Source: an optimization exercise on an open RTL-to-GDS flow (aim: small area). Production flows keep margins and buffers that such runs may drop. Function was not checked in any run shown here: the RTL went through the layout flow alone.

## config.mk

```make
export PLATFORM = sky130hd
export DESIGN_NAME = processing_element
export DESIGN_NICKNAME = processing_element
export VERILOG_FILES = /design/flow/design.v
export SDC_FILE = /design/flow/constraint.sdc
export NUM_CORES = 4
export LEC_CHECK = 0
export CAP_MARGIN = 20
export CORE_MARGIN = 2
export CORE_UTILIZATION = 40
export CTS_BUF_LIST = sky130_fd_sc_hd__clkbuf_8
export GPL_TIMING_DRIVEN = 0
export SLEW_MARGIN = 20
export SYNTH_HIERARCHICAL = 1
```

## run.sh

```bash
#!/bin/bash
# synth_recipe.tcl (not shown) runs the flow's synth.tcl, then flattens the netlist and writes it again
# the make line also repeats each setting of config.mk as NAME=value (left out here)
make -C /OpenROAD-flow-scripts/flow DESIGN_CONFIG=/design/flow/config.mk WORK_HOME=/design/flow/orfs CLKGATE_MAP_FILE= SYNTH_SCRIPT=/design/flow/synth_recipe.tcl finish
```

## constraint.sdc

```tcl
create_clock -name core_clock -period 6.5 [get_ports {clk}]
set_input_delay 1.3000 -clock core_clock [delete_from_list [all_inputs] [get_ports {clk}]]
set_output_delay 1.3000 -clock core_clock [all_outputs]
set_load 0.01 [all_outputs]
```

## design.v

```verilog
module processing_element(activation, weight, out, clk, rst);
parameter NON_ZERO_WEIGHTS = 108,
          SPECIAL_CASE = 0,
          FRACTIONAL_BITS = 8,
          BIT_SIZE = 16;
output reg signed [BIT_SIZE-1:0] out;
input [BIT_SIZE-1:0] activation, weight;
input clk, rst;
reg [23:0] s;
reg [15:0] d1, d2, d3, d4;
reg [6:0] cnt;       
reg valid;           
wire load = (cnt == 0);
wire [23:0] nxt;
wire one1;
wire two2;
wire neg3;
wire x4;
wire x5;
wire x6;
wire x7;
wire x8;
wire x9;
wire x10;
wire x11;
wire x12;
wire x13;
wire x14;
wire x15;
wire x16;
wire x17;
wire x18;
wire x19;
wire pp20;
wire pp21;
wire pp22;
wire pp23;
wire pp24;
wire pp25;
wire pp26;
wire pp27;
wire pp28;
wire pp29;
wire pp30;
wire pp31;
wire pp32;
wire pp33;
wire pp34;
wire pp35;
wire pp36;
wire one37;
wire two38;
wire neg39;
wire x40;
wire x41;
wire x42;
wire x43;
wire x44;
wire x45;
wire x46;
wire x47;
wire x48;
wire x49;
wire x50;
wire x51;
wire x52;
wire x53;
wire x54;
wire x55;
wire pp56;
wire pp57;
wire pp58;
wire pp59;
wire pp60;
wire pp61;
wire pp62;
wire pp63;
wire pp64;
wire pp65;
wire pp66;
wire pp67;
wire pp68;
wire pp69;
wire pp70;
wire pp71;
wire pp72;
wire one73;
wire two74;
wire neg75;
wire x76;
wire x77;
wire x78;
wire x79;
wire x80;
wire x81;
wire x82;
wire x83;
wire x84;
wire x85;
wire x86;
wire x87;
wire x88;
wire x89;
wire x90;
wire x91;
wire pp92;
wire pp93;
wire pp94;
wire pp95;
wire pp96;
wire pp97;
wire pp98;
wire pp99;
wire pp100;
wire pp101;
wire pp102;
wire pp103;
wire pp104;
wire pp105;
wire pp106;
wire pp107;
wire pp108;
wire one109;
wire two110;
wire neg111;
wire x112;
wire x113;
wire x114;
wire x115;
wire x116;
wire x117;
wire x118;
wire x119;
wire x120;
wire x121;
wire x122;
wire x123;
wire x124;
wire x125;
wire x126;
wire x127;
wire pp128;
wire pp129;
wire pp130;
wire pp131;
wire pp132;
wire pp133;
wire pp134;
wire pp135;
wire pp136;
wire pp137;
wire pp138;
wire pp139;
wire pp140;
wire pp141;
wire pp142;
wire pp143;
wire pp144;
wire one145;
wire two146;
wire neg147;
wire x148;
wire x149;
wire x150;
wire x151;
wire x152;
wire x153;
wire x154;
wire x155;
wire x156;
wire x157;
wire x158;
wire x159;
wire x160;
wire x161;
wire x162;
wire x163;
wire pp164;
wire pp165;
wire pp166;
wire pp167;
wire pp168;
wire pp169;
wire pp170;
wire pp171;
wire pp172;
wire pp173;
wire pp174;
wire pp175;
wire pp176;
wire pp177;
wire pp178;
wire pp179;
wire one180;
wire two181;
wire neg182;
wire x183;
wire x184;
wire x185;
wire x186;
wire x187;
wire x188;
wire x189;
wire x190;
wire x191;
wire x192;
wire x193;
wire x194;
wire x195;
wire x196;
wire pp197;
wire pp198;
wire pp199;
wire pp200;
wire pp201;
wire pp202;
wire pp203;
wire pp204;
wire pp205;
wire pp206;
wire pp207;
wire pp208;
wire pp209;
wire pp210;
wire one211;
wire two212;
wire neg213;
wire x214;
wire x215;
wire x216;
wire x217;
wire x218;
wire x219;
wire x220;
wire x221;
wire x222;
wire x223;
wire x224;
wire x225;
wire pp226;
wire pp227;
wire pp228;
wire pp229;
wire pp230;
wire pp231;
wire pp232;
wire pp233;
wire pp234;
wire pp235;
wire pp236;
wire pp237;
wire one238;
wire two239;
wire neg240;
wire x241;
wire x242;
wire x243;
wire x244;
wire x245;
wire x246;
wire x247;
wire x248;
wire x249;
wire x250;
wire pp251;
wire pp252;
wire pp253;
wire pp254;
wire pp255;
wire pp256;
wire pp257;
wire pp258;
wire pp259;
wire pp260;
wire ac261;
wire ac262;
wire ac263;
wire ac264;
wire ac265;
wire ac266;
wire ac267;
wire ac268;
wire ac269;
wire ac270;
wire ac271;
wire ac272;
wire ac273;
wire ac274;
wire ac275;
wire ac276;
wire ac277;
wire ac278;
wire ac279;
wire ac280;
wire ac281;
wire ac282;
wire ac283;
wire ac284;
wire hs285;
wire hc286;
wire hs287;
wire hc288;
wire fs289;
wire fc290;
wire hs291;
wire hc292;
wire hs293;
wire hc294;
wire hs295;
wire hc296;
wire fs297;
wire fc298;
wire hs299;
wire hc300;
wire fs301;
wire fc302;
wire hs303;
wire hc304;
wire fs305;
wire fc306;
wire fs307;
wire fc308;
wire hs309;
wire hc310;
wire fs311;
wire fc312;
wire fs313;
wire fc314;
wire hs315;
wire hc316;
wire fs317;
wire fc318;
wire fs319;
wire fc320;
wire fs321;
wire fc322;
wire fs323;
wire fc324;
wire fs325;
wire fc326;
wire fs327;
wire fc328;
wire fs329;
wire fc330;
wire fs331;
wire fc332;
wire fs333;
wire fc334;
wire fs335;
wire fc336;
wire fs337;
wire fc338;
wire fs339;
wire fc340;
wire fs341;
wire fc342;
wire fs343;
wire fc344;
wire fs345;
wire fc346;
wire fs347;
wire fc348;
wire fs349;
wire fc350;
wire hs351;
wire hc352;
wire fs353;
wire fc354;
wire fs355;
wire fc356;
wire fs357;
wire fc358;
wire hs359;
wire hc360;
wire fs361;
wire fc362;
wire hs363;
wire hs364;
wire hc365;
wire hs366;
wire hc367;
wire fs368;
wire fc369;
wire hs370;
wire hc371;
wire fs372;
wire fc373;
wire hs374;
wire hc375;
wire fs376;
wire fc377;
wire fs378;
wire fc379;
wire fs380;
wire fc381;
wire fs382;
wire fc383;
wire fs384;
wire fc385;
wire fs386;
wire fc387;
wire fs388;
wire fc389;
wire fs390;
wire fc391;
wire fs392;
wire fc393;
wire fs394;
wire fc395;
wire fs396;
wire fc397;
wire fs398;
wire fc399;
wire fs400;
wire fc401;
wire fs402;
wire fc403;
wire fs404;
wire fc405;
wire fs406;
wire fc407;
wire fs408;
wire fc409;
wire fs410;
wire fc411;
wire fs412;
wire fc413;
wire fs414;
wire fc415;
wire fs416;
wire fc417;
wire fs418;
wire fc419;
wire fs420;
wire fc421;
wire fs422;
wire fc423;
wire fs424;
wire fc425;
wire fs426;
wire fc427;
wire fs428;
wire fc429;
wire fs430;
wire fc431;
wire fs432;
wire fc433;
wire fs434;
wire fc435;
wire fs436;
wire fs437;
wire hs438;
wire hc439;
wire hs440;
wire hc441;
wire fs442;
wire fc443;
wire fs444;
wire fc445;
wire fs446;
wire fc447;
wire fs448;
wire fc449;
wire fs450;
wire fc451;
wire fs452;
wire fc453;
wire fs454;
wire fc455;
wire fs456;
wire fc457;
wire fs458;
wire fc459;
wire fs460;
wire fc461;
wire fs462;
wire fc463;
wire fs464;
wire fc465;
wire fs466;
wire fc467;
wire fs468;
wire fc469;
wire fs470;
wire fc471;
wire fs472;
wire fc473;
wire fs474;
wire fc475;
wire fs476;
wire fc477;
wire fs478;
wire fc479;
wire fs480;
wire hs481;
wire hc482;
wire hs483;
wire hc484;
wire fs485;
wire fc486;
wire fs487;
wire fc488;
wire fs489;
wire fc490;
wire fs491;
wire fc492;
wire fs493;
wire fc494;
wire fs495;
wire fc496;
wire fs497;
wire fc498;
wire fs499;
wire fc500;
wire fs501;
wire fc502;
wire fs503;
wire fc504;
wire fs505;
wire fc506;
wire fs507;
wire fc508;
wire fs509;
wire fc510;
wire fs511;
wire fc512;
wire fs513;
wire fc514;
wire fs515;
wire fc516;
wire fs517;
wire fc518;
wire fs519;
wire fc520;
wire fs521;
wire fc522;
wire fs523;
wire fc524;
wire fs525;
wire fc526;
wire fs527;
wire g528;
wire p529;
wire g530;
wire p531;
wire g532;
wire p533;
wire g534;
wire p535;
wire g536;
wire p537;
wire g538;
wire p539;
wire g540;
wire p541;
wire g542;
wire p543;
wire g544;
wire p545;
wire g546;
wire p547;
wire g548;
wire p549;
wire g550;
wire p551;
wire g552;
wire p553;
wire g554;
wire p555;
wire g556;
wire p557;
wire g558;
wire p559;
wire g560;
wire p561;
wire g562;
wire p563;
wire g564;
wire p565;
wire g566;
wire p567;
wire g568;
wire p569;
wire g570;
wire p571;
wire g572;
wire p573;
wire g574;
wire p575;
wire G576;
wire P577;
wire G578;
wire P579;
wire G580;
wire P581;
wire G582;
wire P583;
wire G584;
wire P585;
wire G586;
wire P587;
wire G588;
wire P589;
wire G590;
wire P591;
wire G592;
wire P593;
wire G594;
wire P595;
wire G596;
wire P597;
wire G598;
wire P599;
wire G600;
wire P601;
wire G602;
wire P603;
wire G604;
wire P605;
wire G606;
wire P607;
wire G608;
wire P609;
wire G610;
wire P611;
wire G612;
wire P613;
wire G614;
wire P615;
wire G616;
wire P617;
wire G618;
wire P619;
wire G620;
wire P621;
wire G622;
wire P623;
wire G624;
wire P625;
wire G626;
wire P627;
wire G628;
wire P629;
wire G630;
wire P631;
wire G632;
wire P633;
wire G634;
wire P635;
wire G636;
wire P637;
wire G638;
wire P639;
wire G640;
wire P641;
wire G642;
wire P643;
wire G644;
wire P645;
wire G646;
wire P647;
wire G648;
wire P649;
wire G650;
wire P651;
wire G652;
wire P653;
wire G654;
wire P655;
wire G656;
wire P657;
assign one1 = weight[0] ^ 1'b0;
assign two2 = (weight[1] & ~weight[0] & ~1'b0) | (~weight[1] & weight[0] & 1'b0);
assign neg3 = weight[1] & ~(weight[0] & 1'b0);
assign x4 = activation[0] ^ neg3;
assign x5 = activation[1] ^ neg3;
assign x6 = activation[2] ^ neg3;
assign x7 = activation[3] ^ neg3;
assign x8 = activation[4] ^ neg3;
assign x9 = activation[5] ^ neg3;
assign x10 = activation[6] ^ neg3;
assign x11 = activation[7] ^ neg3;
assign x12 = activation[8] ^ neg3;
assign x13 = activation[9] ^ neg3;
assign x14 = activation[10] ^ neg3;
assign x15 = activation[11] ^ neg3;
assign x16 = activation[12] ^ neg3;
assign x17 = activation[13] ^ neg3;
assign x18 = activation[14] ^ neg3;
assign x19 = activation[15] ^ neg3;
assign pp20 = ((one1 & x4) | (two2 & neg3));
pe_a22o u_sel1 (.a(one1), .b(x5), .c(two2), .d(x4), .y(pp21));
pe_a22o u_sel2 (.a(one1), .b(x6), .c(two2), .d(x5), .y(pp22));
pe_a22o u_sel3 (.a(one1), .b(x7), .c(two2), .d(x6), .y(pp23));
pe_a22o u_sel4 (.a(one1), .b(x8), .c(two2), .d(x7), .y(pp24));
pe_a22o u_sel5 (.a(one1), .b(x9), .c(two2), .d(x8), .y(pp25));
pe_a22o u_sel6 (.a(one1), .b(x10), .c(two2), .d(x9), .y(pp26));
pe_a22o u_sel7 (.a(one1), .b(x11), .c(two2), .d(x10), .y(pp27));
pe_a22o u_sel8 (.a(one1), .b(x12), .c(two2), .d(x11), .y(pp28));
pe_a22o u_sel9 (.a(one1), .b(x13), .c(two2), .d(x12), .y(pp29));
pe_a22o u_sel10 (.a(one1), .b(x14), .c(two2), .d(x13), .y(pp30));
pe_a22o u_sel11 (.a(one1), .b(x15), .c(two2), .d(x14), .y(pp31));
pe_a22o u_sel12 (.a(one1), .b(x16), .c(two2), .d(x15), .y(pp32));
pe_a22o u_sel13 (.a(one1), .b(x17), .c(two2), .d(x16), .y(pp33));
pe_a22o u_sel14 (.a(one1), .b(x18), .c(two2), .d(x17), .y(pp34));
pe_a22o u_sel15 (.a(one1), .b(x19), .c(two2), .d(x18), .y(pp35));
pe_a22oi u_sel16 (.a(one1), .b(x19), .c(two2), .d(x19), .y(pp36));
assign one37 = weight[2] ^ weight[1];
assign two38 = (weight[3] & ~weight[2] & ~weight[1]) | (~weight[3] & weight[2] & weight[1]);
assign neg39 = weight[3] & ~(weight[2] & weight[1]);
assign x40 = activation[0] ^ neg39;
assign x41 = activation[1] ^ neg39;
assign x42 = activation[2] ^ neg39;
assign x43 = activation[3] ^ neg39;
assign x44 = activation[4] ^ neg39;
assign x45 = activation[5] ^ neg39;
assign x46 = activation[6] ^ neg39;
assign x47 = activation[7] ^ neg39;
assign x48 = activation[8] ^ neg39;
assign x49 = activation[9] ^ neg39;
assign x50 = activation[10] ^ neg39;
assign x51 = activation[11] ^ neg39;
assign x52 = activation[12] ^ neg39;
assign x53 = activation[13] ^ neg39;
assign x54 = activation[14] ^ neg39;
assign x55 = activation[15] ^ neg39;
assign pp56 = ((one37 & x40) | (two38 & neg39));
pe_a22o u_sel17 (.a(one37), .b(x41), .c(two38), .d(x40), .y(pp57));
pe_a22o u_sel18 (.a(one37), .b(x42), .c(two38), .d(x41), .y(pp58));
pe_a22o u_sel19 (.a(one37), .b(x43), .c(two38), .d(x42), .y(pp59));
pe_a22o u_sel20 (.a(one37), .b(x44), .c(two38), .d(x43), .y(pp60));
pe_a22o u_sel21 (.a(one37), .b(x45), .c(two38), .d(x44), .y(pp61));
pe_a22o u_sel22 (.a(one37), .b(x46), .c(two38), .d(x45), .y(pp62));
pe_a22o u_sel23 (.a(one37), .b(x47), .c(two38), .d(x46), .y(pp63));
pe_a22o u_sel24 (.a(one37), .b(x48), .c(two38), .d(x47), .y(pp64));
pe_a22o u_sel25 (.a(one37), .b(x49), .c(two38), .d(x48), .y(pp65));
pe_a22o u_sel26 (.a(one37), .b(x50), .c(two38), .d(x49), .y(pp66));
pe_a22o u_sel27 (.a(one37), .b(x51), .c(two38), .d(x50), .y(pp67));
pe_a22o u_sel28 (.a(one37), .b(x52), .c(two38), .d(x51), .y(pp68));
pe_a22o u_sel29 (.a(one37), .b(x53), .c(two38), .d(x52), .y(pp69));
pe_a22o u_sel30 (.a(one37), .b(x54), .c(two38), .d(x53), .y(pp70));
pe_a22o u_sel31 (.a(one37), .b(x55), .c(two38), .d(x54), .y(pp71));
pe_a22oi u_sel32 (.a(one37), .b(x55), .c(two38), .d(x55), .y(pp72));
assign one73 = weight[4] ^ weight[3];
assign two74 = (weight[5] & ~weight[4] & ~weight[3]) | (~weight[5] & weight[4] & weight[3]);
assign neg75 = weight[5] & ~(weight[4] & weight[3]);
assign x76 = activation[0] ^ neg75;
assign x77 = activation[1] ^ neg75;
assign x78 = activation[2] ^ neg75;
assign x79 = activation[3] ^ neg75;
assign x80 = activation[4] ^ neg75;
assign x81 = activation[5] ^ neg75;
assign x82 = activation[6] ^ neg75;
assign x83 = activation[7] ^ neg75;
assign x84 = activation[8] ^ neg75;
assign x85 = activation[9] ^ neg75;
assign x86 = activation[10] ^ neg75;
assign x87 = activation[11] ^ neg75;
assign x88 = activation[12] ^ neg75;
assign x89 = activation[13] ^ neg75;
assign x90 = activation[14] ^ neg75;
assign x91 = activation[15] ^ neg75;
assign pp92 = ((one73 & x76) | (two74 & neg75));
pe_a22o u_sel33 (.a(one73), .b(x77), .c(two74), .d(x76), .y(pp93));
pe_a22o u_sel34 (.a(one73), .b(x78), .c(two74), .d(x77), .y(pp94));
pe_a22o u_sel35 (.a(one73), .b(x79), .c(two74), .d(x78), .y(pp95));
pe_a22o u_sel36 (.a(one73), .b(x80), .c(two74), .d(x79), .y(pp96));
pe_a22o u_sel37 (.a(one73), .b(x81), .c(two74), .d(x80), .y(pp97));
pe_a22o u_sel38 (.a(one73), .b(x82), .c(two74), .d(x81), .y(pp98));
pe_a22o u_sel39 (.a(one73), .b(x83), .c(two74), .d(x82), .y(pp99));
pe_a22o u_sel40 (.a(one73), .b(x84), .c(two74), .d(x83), .y(pp100));
pe_a22o u_sel41 (.a(one73), .b(x85), .c(two74), .d(x84), .y(pp101));
pe_a22o u_sel42 (.a(one73), .b(x86), .c(two74), .d(x85), .y(pp102));
pe_a22o u_sel43 (.a(one73), .b(x87), .c(two74), .d(x86), .y(pp103));
pe_a22o u_sel44 (.a(one73), .b(x88), .c(two74), .d(x87), .y(pp104));
pe_a22o u_sel45 (.a(one73), .b(x89), .c(two74), .d(x88), .y(pp105));
pe_a22o u_sel46 (.a(one73), .b(x90), .c(two74), .d(x89), .y(pp106));
pe_a22o u_sel47 (.a(one73), .b(x91), .c(two74), .d(x90), .y(pp107));
pe_a22oi u_sel48 (.a(one73), .b(x91), .c(two74), .d(x91), .y(pp108));
assign one109 = weight[6] ^ weight[5];
assign two110 = (weight[7] & ~weight[6] & ~weight[5]) | (~weight[7] & weight[6] & weight[5]);
assign neg111 = weight[7] & ~(weight[6] & weight[5]);
assign x112 = activation[0] ^ neg111;
assign x113 = activation[1] ^ neg111;
assign x114 = activation[2] ^ neg111;
assign x115 = activation[3] ^ neg111;
assign x116 = activation[4] ^ neg111;
assign x117 = activation[5] ^ neg111;
assign x118 = activation[6] ^ neg111;
assign x119 = activation[7] ^ neg111;
assign x120 = activation[8] ^ neg111;
assign x121 = activation[9] ^ neg111;
assign x122 = activation[10] ^ neg111;
assign x123 = activation[11] ^ neg111;
assign x124 = activation[12] ^ neg111;
assign x125 = activation[13] ^ neg111;
assign x126 = activation[14] ^ neg111;
assign x127 = activation[15] ^ neg111;
assign pp128 = ((one109 & x112) | (two110 & neg111));
pe_a22o u_sel49 (.a(one109), .b(x113), .c(two110), .d(x112), .y(pp129));
pe_a22o u_sel50 (.a(one109), .b(x114), .c(two110), .d(x113), .y(pp130));
pe_a22o u_sel51 (.a(one109), .b(x115), .c(two110), .d(x114), .y(pp131));
pe_a22o u_sel52 (.a(one109), .b(x116), .c(two110), .d(x115), .y(pp132));
pe_a22o u_sel53 (.a(one109), .b(x117), .c(two110), .d(x116), .y(pp133));
pe_a22o u_sel54 (.a(one109), .b(x118), .c(two110), .d(x117), .y(pp134));
pe_a22o u_sel55 (.a(one109), .b(x119), .c(two110), .d(x118), .y(pp135));
pe_a22o u_sel56 (.a(one109), .b(x120), .c(two110), .d(x119), .y(pp136));
pe_a22o u_sel57 (.a(one109), .b(x121), .c(two110), .d(x120), .y(pp137));
pe_a22o u_sel58 (.a(one109), .b(x122), .c(two110), .d(x121), .y(pp138));
pe_a22o u_sel59 (.a(one109), .b(x123), .c(two110), .d(x122), .y(pp139));
pe_a22o u_sel60 (.a(one109), .b(x124), .c(two110), .d(x123), .y(pp140));
pe_a22o u_sel61 (.a(one109), .b(x125), .c(two110), .d(x124), .y(pp141));
pe_a22o u_sel62 (.a(one109), .b(x126), .c(two110), .d(x125), .y(pp142));
pe_a22o u_sel63 (.a(one109), .b(x127), .c(two110), .d(x126), .y(pp143));
pe_a22oi u_sel64 (.a(one109), .b(x127), .c(two110), .d(x127), .y(pp144));
assign one145 = weight[8] ^ weight[7];
assign two146 = (weight[9] & ~weight[8] & ~weight[7]) | (~weight[9] & weight[8] & weight[7]);
assign neg147 = weight[9] & ~(weight[8] & weight[7]);
assign x148 = activation[0] ^ neg147;
assign x149 = activation[1] ^ neg147;
assign x150 = activation[2] ^ neg147;
assign x151 = activation[3] ^ neg147;
assign x152 = activation[4] ^ neg147;
assign x153 = activation[5] ^ neg147;
assign x154 = activation[6] ^ neg147;
assign x155 = activation[7] ^ neg147;
assign x156 = activation[8] ^ neg147;
assign x157 = activation[9] ^ neg147;
assign x158 = activation[10] ^ neg147;
assign x159 = activation[11] ^ neg147;
assign x160 = activation[12] ^ neg147;
assign x161 = activation[13] ^ neg147;
assign x162 = activation[14] ^ neg147;
assign x163 = activation[15] ^ neg147;
assign pp164 = ((one145 & x148) | (two146 & neg147));
pe_a22o u_sel65 (.a(one145), .b(x149), .c(two146), .d(x148), .y(pp165));
pe_a22o u_sel66 (.a(one145), .b(x150), .c(two146), .d(x149), .y(pp166));
pe_a22o u_sel67 (.a(one145), .b(x151), .c(two146), .d(x150), .y(pp167));
pe_a22o u_sel68 (.a(one145), .b(x152), .c(two146), .d(x151), .y(pp168));
pe_a22o u_sel69 (.a(one145), .b(x153), .c(two146), .d(x152), .y(pp169));
pe_a22o u_sel70 (.a(one145), .b(x154), .c(two146), .d(x153), .y(pp170));
pe_a22o u_sel71 (.a(one145), .b(x155), .c(two146), .d(x154), .y(pp171));
pe_a22o u_sel72 (.a(one145), .b(x156), .c(two146), .d(x155), .y(pp172));
pe_a22o u_sel73 (.a(one145), .b(x157), .c(two146), .d(x156), .y(pp173));
pe_a22o u_sel74 (.a(one145), .b(x158), .c(two146), .d(x157), .y(pp174));
pe_a22o u_sel75 (.a(one145), .b(x159), .c(two146), .d(x158), .y(pp175));
pe_a22o u_sel76 (.a(one145), .b(x160), .c(two146), .d(x159), .y(pp176));
pe_a22o u_sel77 (.a(one145), .b(x161), .c(two146), .d(x160), .y(pp177));
pe_a22o u_sel78 (.a(one145), .b(x162), .c(two146), .d(x161), .y(pp178));
pe_a22o u_sel79 (.a(one145), .b(x163), .c(two146), .d(x162), .y(pp179));
assign one180 = weight[10] ^ weight[9];
assign two181 = (weight[11] & ~weight[10] & ~weight[9]) | (~weight[11] & weight[10] & weight[9]);
assign neg182 = weight[11] & ~(weight[10] & weight[9]);
assign x183 = activation[0] ^ neg182;
assign x184 = activation[1] ^ neg182;
assign x185 = activation[2] ^ neg182;
assign x186 = activation[3] ^ neg182;
assign x187 = activation[4] ^ neg182;
assign x188 = activation[5] ^ neg182;
assign x189 = activation[6] ^ neg182;
assign x190 = activation[7] ^ neg182;
assign x191 = activation[8] ^ neg182;
assign x192 = activation[9] ^ neg182;
assign x193 = activation[10] ^ neg182;
assign x194 = activation[11] ^ neg182;
assign x195 = activation[12] ^ neg182;
assign x196 = activation[13] ^ neg182;
assign pp197 = ((one180 & x183) | (two181 & neg182));
pe_a22o u_sel80 (.a(one180), .b(x184), .c(two181), .d(x183), .y(pp198));
pe_a22o u_sel81 (.a(one180), .b(x185), .c(two181), .d(x184), .y(pp199));
pe_a22o u_sel82 (.a(one180), .b(x186), .c(two181), .d(x185), .y(pp200));
pe_a22o u_sel83 (.a(one180), .b(x187), .c(two181), .d(x186), .y(pp201));
pe_a22o u_sel84 (.a(one180), .b(x188), .c(two181), .d(x187), .y(pp202));
pe_a22o u_sel85 (.a(one180), .b(x189), .c(two181), .d(x188), .y(pp203));
pe_a22o u_sel86 (.a(one180), .b(x190), .c(two181), .d(x189), .y(pp204));
pe_a22o u_sel87 (.a(one180), .b(x191), .c(two181), .d(x190), .y(pp205));
pe_a22o u_sel88 (.a(one180), .b(x192), .c(two181), .d(x191), .y(pp206));
pe_a22o u_sel89 (.a(one180), .b(x193), .c(two181), .d(x192), .y(pp207));
pe_a22o u_sel90 (.a(one180), .b(x194), .c(two181), .d(x193), .y(pp208));
pe_a22o u_sel91 (.a(one180), .b(x195), .c(two181), .d(x194), .y(pp209));
pe_a22o u_sel92 (.a(one180), .b(x196), .c(two181), .d(x195), .y(pp210));
assign one211 = weight[12] ^ weight[11];
assign two212 = (weight[13] & ~weight[12] & ~weight[11]) | (~weight[13] & weight[12] & weight[11]);
assign neg213 = weight[13] & ~(weight[12] & weight[11]);
assign x214 = activation[0] ^ neg213;
assign x215 = activation[1] ^ neg213;
assign x216 = activation[2] ^ neg213;
assign x217 = activation[3] ^ neg213;
assign x218 = activation[4] ^ neg213;
assign x219 = activation[5] ^ neg213;
assign x220 = activation[6] ^ neg213;
assign x221 = activation[7] ^ neg213;
assign x222 = activation[8] ^ neg213;
assign x223 = activation[9] ^ neg213;
assign x224 = activation[10] ^ neg213;
assign x225 = activation[11] ^ neg213;
assign pp226 = ((one211 & x214) | (two212 & neg213));
pe_a22o u_sel93 (.a(one211), .b(x215), .c(two212), .d(x214), .y(pp227));
pe_a22o u_sel94 (.a(one211), .b(x216), .c(two212), .d(x215), .y(pp228));
pe_a22o u_sel95 (.a(one211), .b(x217), .c(two212), .d(x216), .y(pp229));
pe_a22o u_sel96 (.a(one211), .b(x218), .c(two212), .d(x217), .y(pp230));
pe_a22o u_sel97 (.a(one211), .b(x219), .c(two212), .d(x218), .y(pp231));
pe_a22o u_sel98 (.a(one211), .b(x220), .c(two212), .d(x219), .y(pp232));
pe_a22o u_sel99 (.a(one211), .b(x221), .c(two212), .d(x220), .y(pp233));
pe_a22o u_sel100 (.a(one211), .b(x222), .c(two212), .d(x221), .y(pp234));
pe_a22o u_sel101 (.a(one211), .b(x223), .c(two212), .d(x222), .y(pp235));
pe_a22o u_sel102 (.a(one211), .b(x224), .c(two212), .d(x223), .y(pp236));
pe_a22o u_sel103 (.a(one211), .b(x225), .c(two212), .d(x224), .y(pp237));
assign one238 = weight[14] ^ weight[13];
assign two239 = (weight[15] & ~weight[14] & ~weight[13]) | (~weight[15] & weight[14] & weight[13]);
assign neg240 = weight[15] & ~(weight[14] & weight[13]);
assign x241 = activation[0] ^ neg240;
assign x242 = activation[1] ^ neg240;
assign x243 = activation[2] ^ neg240;
assign x244 = activation[3] ^ neg240;
assign x245 = activation[4] ^ neg240;
assign x246 = activation[5] ^ neg240;
assign x247 = activation[6] ^ neg240;
assign x248 = activation[7] ^ neg240;
assign x249 = activation[8] ^ neg240;
assign x250 = activation[9] ^ neg240;
assign pp251 = ((one238 & x241) | (two239 & neg240));
pe_a22o u_sel104 (.a(one238), .b(x242), .c(two239), .d(x241), .y(pp252));
pe_a22o u_sel105 (.a(one238), .b(x243), .c(two239), .d(x242), .y(pp253));
pe_a22o u_sel106 (.a(one238), .b(x244), .c(two239), .d(x243), .y(pp254));
pe_a22o u_sel107 (.a(one238), .b(x245), .c(two239), .d(x244), .y(pp255));
pe_a22o u_sel108 (.a(one238), .b(x246), .c(two239), .d(x245), .y(pp256));
pe_a22o u_sel109 (.a(one238), .b(x247), .c(two239), .d(x246), .y(pp257));
pe_a22o u_sel110 (.a(one238), .b(x248), .c(two239), .d(x247), .y(pp258));
pe_a22o u_sel111 (.a(one238), .b(x249), .c(two239), .d(x248), .y(pp259));
pe_a22o u_sel112 (.a(one238), .b(x250), .c(two239), .d(x249), .y(pp260));
assign ac261 = s[0] & ~load;
assign ac262 = s[1] & ~load;
assign ac263 = s[2] & ~load;
assign ac264 = s[3] & ~load;
assign ac265 = s[4] & ~load;
assign ac266 = s[5] & ~load;
assign ac267 = s[6] & ~load;
assign ac268 = s[7] & ~load;
assign ac269 = s[8] & ~load;
assign ac270 = s[9] & ~load;
assign ac271 = s[10] & ~load;
assign ac272 = s[11] & ~load;
assign ac273 = s[12] & ~load;
assign ac274 = s[13] & ~load;
assign ac275 = s[14] & ~load;
assign ac276 = s[15] & ~load;
assign ac277 = s[16] & ~load;
assign ac278 = s[17] & ~load;
assign ac279 = s[18] & ~load;
assign ac280 = s[19] & ~load;
assign ac281 = s[20] & ~load;
assign ac282 = s[21] & ~load;
assign ac283 = s[22] & ~load;
assign ac284 = s[23] & ~load;
pe_ha u_ha113 (.a(ac275), .b(neg240), .s(hs285), .co(hc286));
pe_ha u_ha114 (.a(ac276), .b(pp35), .s(hs287), .co(hc288));
pe_fa u_fa115 (.a(1'b1), .b(ac277), .c(pp36), .s(fs289), .co(fc290));
pe_ha u_ha116 (.a(1'b1), .b(ac278), .s(hs291), .co(hc292));
pe_ha u_ha117 (.a(ac269), .b(neg147), .s(hs293), .co(hc294));
pe_ha u_ha118 (.a(ac270), .b(pp29), .s(hs295), .co(hc296));
pe_fa u_fa119 (.a(ac271), .b(neg182), .c(pp30), .s(fs297), .co(fc298));
pe_ha u_ha120 (.a(pp64), .b(pp98), .s(hs299), .co(hc300));
pe_fa u_fa121 (.a(ac272), .b(pp31), .c(pp65), .s(fs301), .co(fc302));
pe_ha u_ha122 (.a(pp99), .b(pp133), .s(hs303), .co(hc304));
pe_fa u_fa123 (.a(ac273), .b(neg213), .c(pp32), .s(fs305), .co(fc306));
pe_fa u_fa124 (.a(pp66), .b(pp100), .c(pp134), .s(fs307), .co(fc308));
pe_ha u_ha125 (.a(pp168), .b(pp199), .s(hs309), .co(hc310));
pe_fa u_fa126 (.a(ac274), .b(pp33), .c(pp67), .s(fs311), .co(fc312));
pe_fa u_fa127 (.a(pp101), .b(pp135), .c(pp169), .s(fs313), .co(fc314));
pe_ha u_ha128 (.a(pp200), .b(pp227), .s(hs315), .co(hc316));
pe_fa u_fa129 (.a(hs285), .b(pp34), .c(pp68), .s(fs317), .co(fc318));
pe_fa u_fa130 (.a(pp102), .b(pp136), .c(pp170), .s(fs319), .co(fc320));
pe_fa u_fa131 (.a(pp201), .b(pp228), .c(pp251), .s(fs321), .co(fc322));
pe_fa u_fa132 (.a(hc286), .b(pp69), .c(pp103), .s(fs323), .co(fc324));
pe_fa u_fa133 (.a(pp137), .b(pp171), .c(pp202), .s(fs325), .co(fc326));
pe_fa u_fa134 (.a(pp229), .b(pp252), .c(hs287), .s(fs327), .co(fc328));
pe_fa u_fa135 (.a(pp70), .b(pp104), .c(pp138), .s(fs329), .co(fc330));
pe_fa u_fa136 (.a(pp172), .b(pp203), .c(pp230), .s(fs331), .co(fc332));
pe_fa u_fa137 (.a(pp253), .b(hc288), .c(fs289), .s(fs333), .co(fc334));
pe_fa u_fa138 (.a(hs291), .b(pp71), .c(pp105), .s(fs335), .co(fc336));
pe_fa u_fa139 (.a(pp139), .b(pp173), .c(pp204), .s(fs337), .co(fc338));
pe_fa u_fa140 (.a(pp231), .b(pp254), .c(fc290), .s(fs339), .co(fc340));
pe_fa u_fa141 (.a(ac279), .b(hc292), .c(pp72), .s(fs341), .co(fc342));
pe_fa u_fa142 (.a(pp106), .b(pp140), .c(pp174), .s(fs343), .co(fc344));
pe_fa u_fa143 (.a(pp205), .b(pp232), .c(pp255), .s(fs345), .co(fc346));
pe_fa u_fa144 (.a(1'b1), .b(ac280), .c(pp107), .s(fs347), .co(fc348));
pe_fa u_fa145 (.a(pp141), .b(pp175), .c(pp206), .s(fs349), .co(fc350));
pe_ha u_ha146 (.a(pp233), .b(pp256), .s(hs351), .co(hc352));
pe_fa u_fa147 (.a(ac281), .b(pp108), .c(pp142), .s(fs353), .co(fc354));
pe_fa u_fa148 (.a(pp176), .b(pp207), .c(pp234), .s(fs355), .co(fc356));
pe_fa u_fa149 (.a(1'b1), .b(ac282), .c(pp143), .s(fs357), .co(fc358));
pe_ha u_ha150 (.a(pp177), .b(pp208), .s(hs359), .co(hc360));
pe_fa u_fa151 (.a(ac283), .b(pp144), .c(pp178), .s(fs361), .co(fc362));
assign hs363 = 1'b1 ^ ac284;
pe_ha u_ha152 (.a(ac265), .b(neg75), .s(hs364), .co(hc365));
pe_ha u_ha153 (.a(ac266), .b(pp25), .s(hs366), .co(hc367));
pe_fa u_fa154 (.a(ac267), .b(neg111), .c(pp26), .s(fs368), .co(fc369));
pe_ha u_ha155 (.a(pp60), .b(pp94), .s(hs370), .co(hc371));
pe_fa u_fa156 (.a(ac268), .b(pp27), .c(pp61), .s(fs372), .co(fc373));
pe_ha u_ha157 (.a(pp95), .b(pp129), .s(hs374), .co(hc375));
pe_fa u_fa158 (.a(hs293), .b(pp28), .c(pp62), .s(fs376), .co(fc377));
pe_fa u_fa159 (.a(pp96), .b(pp130), .c(pp164), .s(fs378), .co(fc379));
pe_fa u_fa160 (.a(hc294), .b(pp63), .c(pp97), .s(fs380), .co(fc381));
pe_fa u_fa161 (.a(pp131), .b(pp165), .c(hs295), .s(fs382), .co(fc383));
pe_fa u_fa162 (.a(pp132), .b(pp166), .c(pp197), .s(fs384), .co(fc385));
pe_fa u_fa163 (.a(hc296), .b(hs299), .c(fs297), .s(fs386), .co(fc387));
pe_fa u_fa164 (.a(pp167), .b(pp198), .c(hc300), .s(fs388), .co(fc389));
pe_fa u_fa165 (.a(hs303), .b(fc298), .c(fs301), .s(fs390), .co(fc391));
pe_fa u_fa166 (.a(pp226), .b(hc304), .c(hs309), .s(fs392), .co(fc393));
pe_fa u_fa167 (.a(fc302), .b(fs305), .c(fs307), .s(fs394), .co(fc395));
pe_fa u_fa168 (.a(hc310), .b(hs315), .c(fc306), .s(fs396), .co(fc397));
pe_fa u_fa169 (.a(fc308), .b(fs311), .c(fs313), .s(fs398), .co(fc399));
pe_fa u_fa170 (.a(hc316), .b(fc312), .c(fc314), .s(fs400), .co(fc401));
pe_fa u_fa171 (.a(fs317), .b(fs319), .c(fs321), .s(fs402), .co(fc403));
pe_fa u_fa172 (.a(fc318), .b(fc320), .c(fc322), .s(fs404), .co(fc405));
pe_fa u_fa173 (.a(fs323), .b(fs325), .c(fs327), .s(fs406), .co(fc407));
pe_fa u_fa174 (.a(fc324), .b(fc326), .c(fs329), .s(fs408), .co(fc409));
pe_fa u_fa175 (.a(fs331), .b(fc328), .c(fs333), .s(fs410), .co(fc411));
pe_fa u_fa176 (.a(fc330), .b(fc332), .c(fs335), .s(fs412), .co(fc413));
pe_fa u_fa177 (.a(fs337), .b(fc334), .c(fs339), .s(fs414), .co(fc415));
pe_fa u_fa178 (.a(fc336), .b(fc338), .c(fs341), .s(fs416), .co(fc417));
pe_fa u_fa179 (.a(fs343), .b(fs345), .c(fc340), .s(fs418), .co(fc419));
pe_fa u_fa180 (.a(hs351), .b(fc342), .c(fc344), .s(fs420), .co(fc421));
pe_fa u_fa181 (.a(fc346), .b(fs347), .c(fs349), .s(fs422), .co(fc423));
pe_fa u_fa182 (.a(pp257), .b(hc352), .c(fc348), .s(fs424), .co(fc425));
pe_fa u_fa183 (.a(fc350), .b(fs353), .c(fs355), .s(fs426), .co(fc427));
pe_fa u_fa184 (.a(pp235), .b(pp258), .c(hs359), .s(fs428), .co(fc429));
pe_fa u_fa185 (.a(fc354), .b(fc356), .c(fs357), .s(fs430), .co(fc431));
pe_fa u_fa186 (.a(pp209), .b(pp236), .c(pp259), .s(fs432), .co(fc433));
pe_fa u_fa187 (.a(hc360), .b(fc358), .c(fs361), .s(fs434), .co(fc435));
assign fs436 = hs363 ^ pp179 ^ pp210;
assign fs437 = pp237 ^ pp260 ^ fc362;
pe_ha u_ha188 (.a(ac263), .b(neg39), .s(hs438), .co(hc439));
pe_ha u_ha189 (.a(ac264), .b(pp23), .s(hs440), .co(hc441));
pe_fa u_fa190 (.a(hs364), .b(pp24), .c(pp58), .s(fs442), .co(fc443));
pe_fa u_fa191 (.a(hc365), .b(pp59), .c(pp93), .s(fs444), .co(fc445));
pe_fa u_fa192 (.a(pp128), .b(hc367), .c(hs370), .s(fs446), .co(fc447));
pe_fa u_fa193 (.a(hc371), .b(hs374), .c(fc369), .s(fs448), .co(fc449));
pe_fa u_fa194 (.a(hc375), .b(fc373), .c(fs376), .s(fs450), .co(fc451));
pe_fa u_fa195 (.a(fc377), .b(fc379), .c(fs380), .s(fs452), .co(fc453));
pe_fa u_fa196 (.a(fc381), .b(fs384), .c(fc383), .s(fs454), .co(fc455));
pe_fa u_fa197 (.a(fc385), .b(fs388), .c(fc387), .s(fs456), .co(fc457));
pe_fa u_fa198 (.a(fc389), .b(fs392), .c(fc391), .s(fs458), .co(fc459));
pe_fa u_fa199 (.a(fc393), .b(fc395), .c(fs396), .s(fs460), .co(fc461));
pe_fa u_fa200 (.a(fc397), .b(fc399), .c(fs400), .s(fs462), .co(fc463));
pe_fa u_fa201 (.a(fc401), .b(fc403), .c(fs404), .s(fs464), .co(fc465));
pe_fa u_fa202 (.a(fc405), .b(fs408), .c(fc407), .s(fs466), .co(fc467));
pe_fa u_fa203 (.a(fc409), .b(fs412), .c(fc411), .s(fs468), .co(fc469));
pe_fa u_fa204 (.a(fc413), .b(fs416), .c(fc415), .s(fs470), .co(fc471));
pe_fa u_fa205 (.a(fc417), .b(fs420), .c(fs422), .s(fs472), .co(fc473));
pe_fa u_fa206 (.a(fc421), .b(fc423), .c(fs424), .s(fs474), .co(fc475));
pe_fa u_fa207 (.a(fs428), .b(fc425), .c(fc427), .s(fs476), .co(fc477));
pe_fa u_fa208 (.a(fs432), .b(fc429), .c(fc431), .s(fs478), .co(fc479));
assign fs480 = fc433 ^ fs436 ^ fc435;
pe_ha u_ha209 (.a(ac261), .b(neg3), .s(hs481), .co(hc482));
pe_ha u_ha210 (.a(ac262), .b(pp21), .s(hs483), .co(hc484));
pe_fa u_fa211 (.a(hs438), .b(pp22), .c(pp56), .s(fs485), .co(fc486));
pe_fa u_fa212 (.a(hc439), .b(pp57), .c(hs440), .s(fs487), .co(fc488));
pe_fa u_fa213 (.a(pp92), .b(hc441), .c(fs442), .s(fs489), .co(fc490));
pe_fa u_fa214 (.a(hs366), .b(fc443), .c(fs444), .s(fs491), .co(fc492));
pe_fa u_fa215 (.a(fc445), .b(fs368), .c(fs446), .s(fs493), .co(fc494));
pe_fa u_fa216 (.a(fs372), .b(fc447), .c(fs448), .s(fs495), .co(fc496));
pe_fa u_fa217 (.a(fs378), .b(fc449), .c(fs450), .s(fs497), .co(fc498));
pe_fa u_fa218 (.a(fs382), .b(fc451), .c(fs452), .s(fs499), .co(fc500));
pe_fa u_fa219 (.a(fc453), .b(fs386), .c(fs454), .s(fs501), .co(fc502));
pe_fa u_fa220 (.a(fs390), .b(fc455), .c(fs456), .s(fs503), .co(fc504));
pe_fa u_fa221 (.a(fs394), .b(fc457), .c(fs458), .s(fs505), .co(fc506));
pe_fa u_fa222 (.a(fs398), .b(fc459), .c(fs460), .s(fs507), .co(fc508));
pe_fa u_fa223 (.a(fs402), .b(fc461), .c(fs462), .s(fs509), .co(fc510));
pe_fa u_fa224 (.a(fs406), .b(fc463), .c(fs464), .s(fs511), .co(fc512));
pe_fa u_fa225 (.a(fc465), .b(fs410), .c(fs466), .s(fs513), .co(fc514));
pe_fa u_fa226 (.a(fs414), .b(fc467), .c(fs468), .s(fs515), .co(fc516));
pe_fa u_fa227 (.a(fs418), .b(fc469), .c(fs470), .s(fs517), .co(fc518));
pe_fa u_fa228 (.a(fc419), .b(fs472), .c(fc471), .s(fs519), .co(fc520));
pe_fa u_fa229 (.a(fs426), .b(fc473), .c(fs474), .s(fs521), .co(fc522));
pe_fa u_fa230 (.a(fs430), .b(fc475), .c(fs476), .s(fs523), .co(fc524));
pe_fa u_fa231 (.a(fs434), .b(fc477), .c(fs478), .s(fs525), .co(fc526));
assign fs527 = fs437 ^ fc479 ^ fs480;
assign g528 = hs481 & pp20;
assign p529 = hs481 ^ pp20;
assign g530 = hc482 & hs483;
assign p531 = hc482 ^ hs483;
assign g532 = hc484 & fs485;
assign p533 = hc484 ^ fs485;
assign g534 = fc486 & fs487;
assign p535 = fc486 ^ fs487;
assign g536 = fc488 & fs489;
assign p537 = fc488 ^ fs489;
assign g538 = fc490 & fs491;
assign p539 = fc490 ^ fs491;
assign g540 = fc492 & fs493;
assign p541 = fc492 ^ fs493;
assign g542 = fc494 & fs495;
assign p543 = fc494 ^ fs495;
assign g544 = fc496 & fs497;
assign p545 = fc496 ^ fs497;
assign g546 = fc498 & fs499;
assign p547 = fc498 ^ fs499;
assign g548 = fc500 & fs501;
assign p549 = fc500 ^ fs501;
assign g550 = fc502 & fs503;
assign p551 = fc502 ^ fs503;
assign g552 = fc504 & fs505;
assign p553 = fc504 ^ fs505;
assign g554 = fc506 & fs507;
assign p555 = fc506 ^ fs507;
assign g556 = fc508 & fs509;
assign p557 = fc508 ^ fs509;
assign g558 = fc510 & fs511;
assign p559 = fc510 ^ fs511;
assign g560 = fc512 & fs513;
assign p561 = fc512 ^ fs513;
assign g562 = fc514 & fs515;
assign p563 = fc514 ^ fs515;
assign g564 = fc516 & fs517;
assign p565 = fc516 ^ fs517;
assign g566 = fc518 & fs519;
assign p567 = fc518 ^ fs519;
assign g568 = fc520 & fs521;
assign p569 = fc520 ^ fs521;
assign g570 = fc522 & fs523;
assign p571 = fc522 ^ fs523;
assign g572 = fc524 & fs525;
assign p573 = fc524 ^ fs525;
assign g574 = fc526 & fs527;
assign p575 = fc526 ^ fs527;
assign G576 = g530 | (p531 & g528);
assign P577 = p531 & p529;
assign G578 = g534 | (p535 & g532);
assign P579 = p535 & p533;
assign G580 = g538 | (p539 & g536);
assign P581 = p539 & p537;
assign G582 = g542 | (p543 & g540);
assign P583 = p543 & p541;
assign G584 = g546 | (p547 & g544);
assign P585 = p547 & p545;
assign G586 = g550 | (p551 & g548);
assign P587 = p551 & p549;
assign G588 = g554 | (p555 & g552);
assign P589 = p555 & p553;
assign G590 = g558 | (p559 & g556);
assign P591 = p559 & p557;
assign G592 = g562 | (p563 & g560);
assign P593 = p563 & p561;
assign G594 = g566 | (p567 & g564);
assign P595 = p567 & p565;
assign G596 = g570 | (p571 & g568);
assign P597 = p571 & p569;
assign G598 = g574 | (p575 & g572);
assign P599 = p575 & p573;
assign G600 = G578 | (P579 & G576);
assign P601 = P579 & P577;
assign G602 = G582 | (P583 & G580);
assign P603 = P583 & P581;
assign G604 = G586 | (P587 & G584);
assign P605 = P587 & P585;
assign G606 = G590 | (P591 & G588);
assign P607 = P591 & P589;
assign G608 = G594 | (P595 & G592);
assign P609 = P595 & P593;
assign G610 = G598 | (P599 & G596);
assign P611 = P599 & P597;
assign G612 = G602 | (P603 & G600);
assign P613 = P603 & P601;
assign G614 = G606 | (P607 & G604);
assign P615 = P607 & P605;
assign G616 = G610 | (P611 & G608);
assign P617 = P611 & P609;
assign G618 = G614 | (P615 & G612);
assign P619 = P615 & P613;
assign G620 = G616 | (P617 & G618);
assign P621 = P617 & P619;
assign G622 = G604 | (P605 & G612);
assign P623 = P605 & P613;
assign G624 = G608 | (P609 & G618);
assign P625 = P609 & P619;
assign G626 = G580 | (P581 & G600);
assign P627 = P581 & P601;
assign G628 = G584 | (P585 & G612);
assign P629 = P585 & P613;
assign G630 = G588 | (P589 & G622);
assign P631 = P589 & P623;
assign G632 = G592 | (P593 & G618);
assign P633 = P593 & P619;
assign G634 = G596 | (P597 & G624);
assign P635 = P597 & P625;
assign G636 = g532 | (p533 & G576);
assign P637 = p533 & P577;
assign G638 = g536 | (p537 & G600);
assign P639 = p537 & P601;
assign G640 = g540 | (p541 & G626);
assign P641 = p541 & P627;
assign G642 = g544 | (p545 & G612);
assign P643 = p545 & P613;
assign G644 = g548 | (p549 & G628);
assign P645 = p549 & P629;
assign G646 = g552 | (p553 & G622);
assign P647 = p553 & P623;
assign G648 = g556 | (p557 & G630);
assign P649 = p557 & P631;
assign G650 = g560 | (p561 & G618);
assign P651 = p561 & P619;
assign G652 = g564 | (p565 & G632);
assign P653 = p565 & P633;
assign G654 = g568 | (p569 & G624);
assign P655 = p569 & P625;
assign G656 = g572 | (p573 & G634);
assign P657 = p573 & P635;
assign nxt[0] = p529;
assign nxt[1] = (p531 ^ g528);
assign nxt[2] = (p533 ^ G576);
assign nxt[3] = (p535 ^ G636);
assign nxt[4] = (p537 ^ G600);
assign nxt[5] = (p539 ^ G638);
assign nxt[6] = (p541 ^ G626);
assign nxt[7] = (p543 ^ G640);
assign nxt[8] = (p545 ^ G612);
assign nxt[9] = (p547 ^ G642);
assign nxt[10] = (p549 ^ G628);
assign nxt[11] = (p551 ^ G644);
assign nxt[12] = (p553 ^ G622);
assign nxt[13] = (p555 ^ G646);
assign nxt[14] = (p557 ^ G630);
assign nxt[15] = (p559 ^ G648);
assign nxt[16] = (p561 ^ G618);
assign nxt[17] = (p563 ^ G650);
assign nxt[18] = (p565 ^ G632);
assign nxt[19] = (p567 ^ G652);
assign nxt[20] = (p569 ^ G624);
assign nxt[21] = (p571 ^ G654);
assign nxt[22] = (p573 ^ G634);
assign nxt[23] = (p575 ^ G656);
always @(posedge clk) begin
  s <= nxt;
  d1 <= s[FRACTIONAL_BITS+15:FRACTIONAL_BITS];
  d2 <= d1;
  d3 <= d2;
  d4 <= d3;
  if (!rst) begin
    cnt <= 0;
    valid <= 1'b0;
    out <= 0;
  end else begin
    cnt <= (cnt == NON_ZERO_WEIGHTS - 1) ? 7'd0 : cnt + 7'd1;
    valid <= valid | (cnt == 4);
    out <= valid ? d4 : 16'd0;
  end
end
endmodule
module pe_fa(a, b, c, s, co);
input a, b, c;
output s, co;
assign s = a ^ b ^ c;
assign co = (a & b) | (a & c) | (b & c);
endmodule
module pe_a22o(a, b, c, d, y);
input a, b, c, d;
output y;
assign y = (a & b) | (c & d);
endmodule
module pe_a22oi(a, b, c, d, y);
input a, b, c, d;
output y;
assign y = ~((a & b) | (c & d));
endmodule
module pe_ha(a, b, s, co);
input a, b;
output s, co;
assign s = a ^ b;
assign co = a & b;
endmodule
```

==> metrics.md, run 1 <==
| Metric | Value |
|---|---|
| Mean Syn Cell Area | `between 10 and 15 um2` |
| Post-synth EDFFs | `0` |
| Worst setup SP type | `input pin` |
| Clock Skews | `0.0171 ns` |
| Asr flop ratio synth | `0%` |
| Minimum clock period | `roughly 6.3 ns` |
| Post-synthesis sequential area ratio | `26.5%` |
| Die width | `150 um` |
| Yosys warns | `7` |
| Status | `no timing/DRC/antenna violations` |
| Initial drt markers | `235` |
| Critical path required time | `around 7 ns` |
| CP max stage cell | `fa_1` |
| Synth cell types | `40` |
| I/O Pins | `50` |
| Hold WS | `between 0.3 and 0.4 ns` |
| Period utilisation layout | `97.1%` |
| WL per Instance | `16.7 um` |
| HP Class | `flop to flop` |
| Pin count of the biggest net entering global routing | `23` |
| Drt pass-1 iters | `5` |
| Compound-cell area share of the yosys netlist | `15.0%` |
| Site Rows | `53` |
| Initial antenna violation count | `0` |
| Clock latency (worst-skew pair) | `0.39 ns` |
| Via density | `5.05` |
| Setup TNS | `0 ns` |
| Synth-to-Final Area Change | `15.7%` |
| Synth Area in XOR/XNOR | `14.6%` |
| Slowest cell delay on critical path | `0.57 ns` |
| Num CTS Buffers | `9` |
| Headroom to the max-slew limit | `a little under half` |
| Crit Path Category | `input pin to flop` |
| Max Clk Rate | `~160 MHz` |
| Worst Tran Pin Value | `between 0.8 and 0.9 ns` |
| Cts hold-fix bufs | `0` |
| Clock sinks | `112` |
| Die ar. | `22,400 um2` |
| Area leader, netlist | `dfxtp_1` |
| Yosys reg bits | `112` |
| GRT Overall Usage | `17.3%` |
| Fillers | `1,997` |
| Setup violators final | `0` |
| Ant diodes | `0` |
| Crit. End Element | `flop` |
| Max cap viols | `0` |
| Die height | `150 um` |
| Largest family of logic cells by synthesized area | `adder cells` |
| Core area | `roughly 21,000 um2` |
| FF/Latch Area | `2240 um2` |
| Crit Path Max Fanout | `10` |
| Initial Utilization | `between 40% and 50%` |
| RSZ-0062 raised after global routing | `no` |
| DP HPWL | `14,600 um` |
| GPL Wtd Cong | `about 0.87` |
| CTS tree | `built` |
| Synth top area share | `26.5%` |
| Vias | `5,462` |
| Mux share of post-synthesis cell area | `0%` |
| Synth Flop Type | `dfxtp_1` |
| Fin nets | `996` |
| PortBufs | `32` |
| Share of layout cells above drive strength 1 | `13.3%` |
| Clock-pin slew on the worst setup and hold paths | `0.12 ns` |
| Multi-input gate area | `6190 um2` |
| Worst path cell trace | `clkbuf_4 -> buf_8 -> buf_12 -> nor2b_4 -> a22oi_2 -> fa_1 -> fa_1 -> fa_2 -> fa_1 -> fa_1 -> ha_4 -> a21oi_2 -> o31ai_1 -> a31oi_1 -> buf_4 -> a31oi_2 -> o41a_1 -> fa_2 -> xnor2_2 -> xnor2_1 -> xnor2_1` |
| GRT Residual Overflow | `0` |
| Cell Area, Synth | `8470 um2` |
| CP arrival | `~6.6 ns` |
| Htree depth | `3` |
| Antenna Nets Post-Route | `0` |
| Final hold vios | `0` |
| Cells after synthesis | `around 740` |
| Vias in the first global route | `5,672` |
| Total Wirelength | `18,000 um` |
| Critical path's most frequent cell | `fa_1` |
| Largest cells by area after synthesis | `dfxtp_1 (26%), fa_1 (26%), xnor2_1 (12%), a22o_1 (12%), ha_1 (7.2%)` |
| Slew Viols, Final | `0` |
| Post-route DRC | `0` |
| Post-Synth Simple-Gate Area | `7.18%` |
| Clock Tree Buf Depth | `2` |
| Root Buffer | `clkbuf_8` |
| First-pass GRT wire length | `29,800 um` |
| Post-Synth Adder-Cell Area | `between 30% and 40%` |
-- final cells by class --
| class | instances | area share, % |
|---|---|---|
| repair buffers | 54 | 4.75 |
| clock inverters | 7 | 0.779 |
| plain buffers | 35 | 2.67 |
| flip-flops and latches | 112 | 22.9 |
| multi-input cells | 562 | 63.1 |
| well taps | 275 | 3.51 |
| clock buffers | 9 | 1.26 |
| inverters | 27 | 1.03 |
-- metal layers --
| metal | share of wire [%] | up-vias | wire length (um) | track usage, % |
|---|---|---|---|---|
| met2 | 47 | 89 | 8390 | 27.7 |
| li1 | - | 2667 | - | - |
| met3 | 3.9 | 8 | 710 | 3.26 |
| met4 | 1.2 | 0 | 213 | 4.62 |
| met1 | 48 | 2698 | 8720 | 24.0 |
| met5 | 0 | - | 0 | 0 |
-- modules after synthesis (local to each module, per instance) --
module	times used	cells inside
pe_a22o	108	1
pe_a22oi	4	1
pe_fa	100	1
pe_ha	19	1
processing_element	1	504
-- timing repair --
action,in CTS,in global routing
pin swaps,18,22
resized for setup,65,37
endpoints found under the hold margin,0,0
endpoints found under the setup margin,9,1
buffers inserted,11,9
-- placed cells by master, fill, tap and decap left out, types with 4 or more instances in the layout --
cell type / n
xor2_1: 24
buf_6: 7
ha_1: 44
ha_4: 5
a22oi_2: 4
buf_4: 22
clkbuf_2: 4
clkbuf_1: 18
a21oi_1: 5
clkbuf_8: 9
o21ai_0: 5
nand3_1: 4
nand2_1: 8
fa_1: 97
a22o_1: 114
nand3b_1: 7
xnor2_1: 114
o21ai_1: 4
dlygate4sd2_1: 7
dfxtp_1: 112
a21o_1: 4
o21ai_2: 4
clkdlybuf4s50_1: 18
buf_8: 5
and3_1: 18
fa_2: 15
inv_1: 27
nor2_1: 12
nand2b_1: 11
nor2b_1: 24
conb_1: 4
-- synthesized netlist by cell type (all sizes together), types with 2 or more instances --
library cell  number
fa               112
nand3b             7
o21ai             15
nand4              2
and2b              3
and2               2
clkbuf            21
inv               27
ha                49
a22oi              4
xnor2            117
dfxtp            112
and3              18
a21o               4
a22o             115
a21oi              8
nor2              12
nand3              4
nor2b             27
buf               16
a31oi              2
nand2              8
nand2b            14
nor3b              2
xor2              24
-- path summary, 6_finish.rpt --
check / endpoint / slack [ns] / startpoint / cells past startpoint
worst max-delay path: s[23] / 0.19 / weight[1] / 21
worst min-delay path: d2[11] / 0.32 / d1[11] / 0
worst max register to register: s[23] / 0.43 / cnt[4] / 21
worst min register to register: d2[11] / 0.32 / d1[11] / 0
-- stage by stage --
step / worst slack, ns / cell area [um2] / util (%) / cells
4_1_cts: 0.00466 / 9630 / 46.1 / 1072
3_5_place_dp: -1.31 / 9180 / 44.0 / 1047
5_1_grt: 0.00723 / 9800 / 46.9 / 1081
2_1_floorplan: 0.0355 / 8490 / - / 738
3_3_place_gp: -1.39 / 9160 / 43.8 / 1045
6_report: 0.186 / 9800 / 46.9 / 1081
-- registers in the layout, summed over array words and instances, names as in the netlist --
name,cells
out,16
d2,16
d4,16
cnt,7
d3,16
s,24
valid,1
d1,16
-- cell families after synthesis --
family	count (synthesis)
xor+xnor	141
other cells	1
simple gates	102
fa+ha+maj	161
compound gates	154
flops	112
buf+inv	64
-- critical path, delay by kind of cell --
kind | cells | cell delay, ns
AO/OA/AOI/OAI | 6 | 0.90
XOR/XNOR | 3 | 0.45
adder cells (fa/ha/maj) | 7 | 3.11
buffers and inverters | 4 | 0.60
AND/OR/NAND/NOR | 1 | 0.24
==> inputs of run 2 (changes only) <==
--- a/design.v
+++ b/design.v
@@ -955,18 +955,18 @@
 assign ac284 = s[23] & ~load;
-pe_ha u_ha113 (.a(ac275), .b(neg240), .s(hs285), .co(hc286));
-pe_ha u_ha114 (.a(ac276), .b(pp35), .s(hs287), .co(hc288));
+pe_fa u_fa113 (.a(ac275), .b(neg240), .c(1'b0), .s(hs285), .co(hc286));
+pe_fa u_fa114 (.a(ac276), .b(pp35), .c(1'b0), .s(hs287), .co(hc288));
 pe_fa u_fa115 (.a(1'b1), .b(ac277), .c(pp36), .s(fs289), .co(fc290));
-pe_ha u_ha116 (.a(1'b1), .b(ac278), .s(hs291), .co(hc292));
-pe_ha u_ha117 (.a(ac269), .b(neg147), .s(hs293), .co(hc294));
-pe_ha u_ha118 (.a(ac270), .b(pp29), .s(hs295), .co(hc296));
+pe_fa u_fa116 (.a(1'b1), .b(ac278), .c(1'b0), .s(hs291), .co(hc292));
+pe_fa u_fa117 (.a(ac269), .b(neg147), .c(1'b0), .s(hs293), .co(hc294));
+pe_fa u_fa118 (.a(ac270), .b(pp29), .c(1'b0), .s(hs295), .co(hc296));
 pe_fa u_fa119 (.a(ac271), .b(neg182), .c(pp30), .s(fs297), .co(fc298));
-pe_ha u_ha120 (.a(pp64), .b(pp98), .s(hs299), .co(hc300));
+pe_fa u_fa120 (.a(pp64), .b(pp98), .c(1'b0), .s(hs299), .co(hc300));
 pe_fa u_fa121 (.a(ac272), .b(pp31), .c(pp65), .s(fs301), .co(fc302));
-pe_ha u_ha122 (.a(pp99), .b(pp133), .s(hs303), .co(hc304));
+pe_fa u_fa122 (.a(pp99), .b(pp133), .c(1'b0), .s(hs303), .co(hc304));
 pe_fa u_fa123 (.a(ac273), .b(neg213), .c(pp32), .s(fs305), .co(fc306));
 pe_fa u_fa124 (.a(pp66), .b(pp100), .c(pp134), .s(fs307), .co(fc308));
-pe_ha u_ha125 (.a(pp168), .b(pp199), .s(hs309), .co(hc310));
+pe_fa u_fa125 (.a(pp168), .b(pp199), .c(1'b0), .s(hs309), .co(hc310));
 pe_fa u_fa126 (.a(ac274), .b(pp33), .c(pp67), .s(fs311), .co(fc312));
 pe_fa u_fa127 (.a(pp101), .b(pp135), .c(pp169), .s(fs313), .co(fc314));
-pe_ha u_ha128 (.a(pp200), .b(pp227), .s(hs315), .co(hc316));
+pe_fa u_fa128 (.a(pp200), .b(pp227), .c(1'b0), .s(hs315), .co(hc316));
 pe_fa u_fa129 (.a(hs285), .b(pp34), .c(pp68), .s(fs317), .co(fc318));
@@ -988,3 +988,3 @@
 pe_fa u_fa145 (.a(pp141), .b(pp175), .c(pp206), .s(fs349), .co(fc350));
-pe_ha u_ha146 (.a(pp233), .b(pp256), .s(hs351), .co(hc352));
+pe_fa u_fa146 (.a(pp233), .b(pp256), .c(1'b0), .s(hs351), .co(hc352));
 pe_fa u_fa147 (.a(ac281), .b(pp108), .c(pp142), .s(fs353), .co(fc354));
@@ -992,11 +992,11 @@
 pe_fa u_fa149 (.a(1'b1), .b(ac282), .c(pp143), .s(fs357), .co(fc358));
-pe_ha u_ha150 (.a(pp177), .b(pp208), .s(hs359), .co(hc360));
+pe_fa u_fa150 (.a(pp177), .b(pp208), .c(1'b0), .s(hs359), .co(hc360));
 pe_fa u_fa151 (.a(ac283), .b(pp144), .c(pp178), .s(fs361), .co(fc362));
 assign hs363 = 1'b1 ^ ac284;
-pe_ha u_ha152 (.a(ac265), .b(neg75), .s(hs364), .co(hc365));
-pe_ha u_ha153 (.a(ac266), .b(pp25), .s(hs366), .co(hc367));
+pe_fa u_fa152 (.a(ac265), .b(neg75), .c(1'b0), .s(hs364), .co(hc365));
+pe_fa u_fa153 (.a(ac266), .b(pp25), .c(1'b0), .s(hs366), .co(hc367));
 pe_fa u_fa154 (.a(ac267), .b(neg111), .c(pp26), .s(fs368), .co(fc369));
-pe_ha u_ha155 (.a(pp60), .b(pp94), .s(hs370), .co(hc371));
+pe_fa u_fa155 (.a(pp60), .b(pp94), .c(1'b0), .s(hs370), .co(hc371));
 pe_fa u_fa156 (.a(ac268), .b(pp27), .c(pp61), .s(fs372), .co(fc373));
-pe_ha u_ha157 (.a(pp95), .b(pp129), .s(hs374), .co(hc375));
+pe_fa u_fa157 (.a(pp95), .b(pp129), .c(1'b0), .s(hs374), .co(hc375));
 pe_fa u_fa158 (.a(hs293), .b(pp28), .c(pp62), .s(fs376), .co(fc377));
@@ -1033,4 +1033,4 @@
 assign fs437 = pp237 ^ pp260 ^ fc362;
-pe_ha u_ha188 (.a(ac263), .b(neg39), .s(hs438), .co(hc439));
-pe_ha u_ha189 (.a(ac264), .b(pp23), .s(hs440), .co(hc441));
+pe_fa u_fa188 (.a(ac263), .b(neg39), .c(1'b0), .s(hs438), .co(hc439));
+pe_fa u_fa189 (.a(ac264), .b(pp23), .c(1'b0), .s(hs440), .co(hc441));
 pe_fa u_fa190 (.a(hs364), .b(pp24), .c(pp58), .s(fs442), .co(fc443));
@@ -1055,4 +1055,4 @@
 assign fs480 = fc433 ^ fs436 ^ fc435;
-pe_ha u_ha209 (.a(ac261), .b(neg3), .s(hs481), .co(hc482));
-pe_ha u_ha210 (.a(ac262), .b(pp21), .s(hs483), .co(hc484));
+pe_fa u_fa209 (.a(ac261), .b(neg3), .c(1'b0), .s(hs481), .co(hc482));
+pe_fa u_fa210 (.a(ac262), .b(pp21), .c(1'b0), .s(hs483), .co(hc484));
 pe_fa u_fa211 (.a(hs438), .b(pp22), .c(pp56), .s(fs485), .co(fc486));
==> metrics.md, run 2 <==
| Metric | Value |
|---|---|
| Worst setup SP type | `input pin` |
| Root Buffer | `clkbuf_8` |
| CP arrival | `6.65 ns` |
| Slew Viols, Final | `0` |
| Yosys warns | `7` |
| Synth cell types | `40` |
| HP Class | `flop to flop` |
| Vias in the first global route | `between 5,000 and 6,000` |
| CTS tree | `built` |
| Crit. End Element | `flop` |
| Setup violators final | `0` |
| Cts hold-fix bufs | `0` |
| Yosys reg bits | `around 110` |
| Cells after synthesis | `736` |
| Crit Path Category | `input pin to flop` |
| Share of layout cells above drive strength 1 | `around 15%` |
| GPL Wtd Cong | `0.838` |
| Leading cell type in the layout, fill and taps excluded | `a22o_1` |
| Critical path's most frequent cell | `fa_1` |
| Die height | `around 150 um` |
| Clock Tree Buf Depth | `2` |
| I/O Pins | `50` |
| Largest cells by area after synthesis | `fa_1 (30%), dfxtp_1 (26%), xnor2_1 (12%), a22o_1 (12%), ha_1 (4.4%)` |
| Max Clk Rate | `roughly 160 MHz` |
| Commonest cells in the netlist | `fa_1 (131), xnor2_1 (117), a22o_1 (115)` |
| Post-route DRC | `0` |
| Via density | `roughly 5` |
| Flop2flop setup slack | `~0.50 ns` |
| Crit Path Max Fanout | `4` |
| Commonest non-fill, non-tap cells in the layout | `a22o_1 (115), dfxtp_1 (112), xnor2_1 (109)` |
| Site Rows | `53` |
| Reg with most FFs | `s` |
| Fin nets | `1,008` |
| Most common cell in the netlist | `fa_1` |
| Status | `no timing/DRC/antenna violations` |
| Vias | `5,494` |
| Reg-to-reg endpoint | `s[23]` |
| Total Wirelength | `18,300 um` |
| Mean Syn Cell Area | `11.7 um2` |
| Period utilisation layout | `97.3%` |
| Drt pass-1 iters | `4` |
| Synth top area share | `30.4%` |
| Worst reg-to-reg path cell count | `20` |
| Cell Area, Synth | `roughly 8600 um2` |
| Clock latency (worst-skew pair) | `0.39 ns` |
| GRT Overall Usage | `17.7%` |
| DP HPWL | `15,000 um` |
==> run 2: cell types whose count changed after synthesis <==
cell    before  now
ha_1        49   30
fa_1       112  131
conb_1       1    2
==> run 2: stage by stage <==
stage	instances	hold WS (ns)	TNS (ns)	setup WS, ns
after detailed placement	1066	0.312	-8.18	-1.33
after global placement	1064	0.310	-9.46	-1.49
final	1093	0.333	0	0.173
after global routing	1093	0.328	-0.00350	-0.00350
after CTS	1094	0.326	0	0.000866
after floorplan	757	0.310	0	0.00704
==> run 2: layout make-up <==
type | count | area (um2)
plain buffers | 33 | 226
clock buffers | 9 | 124
clock inverters | 7 | 71.3
fillers | 1977 | 11000
inverters | 27 | 101
multi-input cells | 581 | 6540
flip-flops and latches | 112 | 2240
well taps | 275 | 344
repair buffers | 49 | 460
==> run 2: how the worst min path moves through the flow <==
stage | start | endpoint | slack, ns | depth (start not counted)
after floorplan | d1[0] | d2[0] | 0.31 | 0
after detailed placement | d2[4] | d3[4] | 0.31 | 0
after CTS | d1[11] | d2[11] | 0.33 | 0
final | d1[11] | d2[11] | 0.33 | 0
after global placement | d2[13] | d3[13] | 0.31 | 0
after global routing | d1[11] | d2[11] | 0.33 | 0
==> run 2: routing by layer <==
layer	up-vias	track usage, %	wire length, um
met4	0	4.07	223
met3	14	2.38	599
met5	-	0	0
met1	2732	25.5	8980
li1	2642	-	-
met2	106	28.7	8550
==> run 2: logic make-up (layout without fill, tap and decap cells) <==
group | after synthesis | count (layout) | share of synthesized area [%]
AOI/OAI and AO/OA | 154 | 154 | 14.7
other | 2 | 23 | 0.0871
and+or+nand+nor | 102 | 102 | 7.05
adders and majority gates | 161 | 161 | 34.8
buffers and inverters | 64 | 125 | 3.02
DFF | 112 | 112 | 26.0
xor gates and xnor gates | 141 | 141 | 14.3
==> run 2: modules after synthesis (local to each module, per instance) <==
module	cells	flip-flops and latches	cell area (um2)
pe_fa	1	0	20.0
pe_a22oi	1	0	12.5
pe_a22o	1	0	8.76
processing_element	505	112	5240
==> run 2: repair_timing <==
action,4_1_cts,5_1_grt
pin swaps,34,32
endpoints found under the setup margin,11,1
setup buffers,14,1
gates resized for setup,93,28
gates cloned,0,0
==> run 2: critical path, delay by kind of cell <==
kind            cells  cell delay [ns]
compound gates      5             0.93
xor+xnor            3             0.44
fa+ha+maj           8             3.18
buf+inv             3             0.64
simple gates        1             0.14

==> port drivers added, routing unchanged <==
How much do the figures lean on ideal ports? The routed layouts below were timed once more, with nothing changed but the port constraints. Step 1, drivers: a clkbuf_16 drives clk and a buf_2 each remaining input, both assumed. Step 2 moves the port delays by t, midway between the first and last clock arrival at a register: inputs arrive t later, outputs are due t later. That takes back most of the time a late clock gives input paths. a / b / c = ideal / step 1 / step 2; a / b = the first two.
| run | t, ns | slack for setup (ns) | hold slack, ns |
|---|---|---|---|
| run 1 | 0.417 | 0.186 / 0.198 / -0.220 | 0.318 / 0.318 / 0.318 |
| run 2 | 0.421 | 0.173 / 0.191 / -0.231 | 0.333 / 0.333 / 0.333 |
Met with ideal ports but missed after step 2: setup timing in run 1 and run 2. For run 1, which loses most, drivers alone change the setup slack by +0.012 ns; drivers and shift together by -0.406 ns.
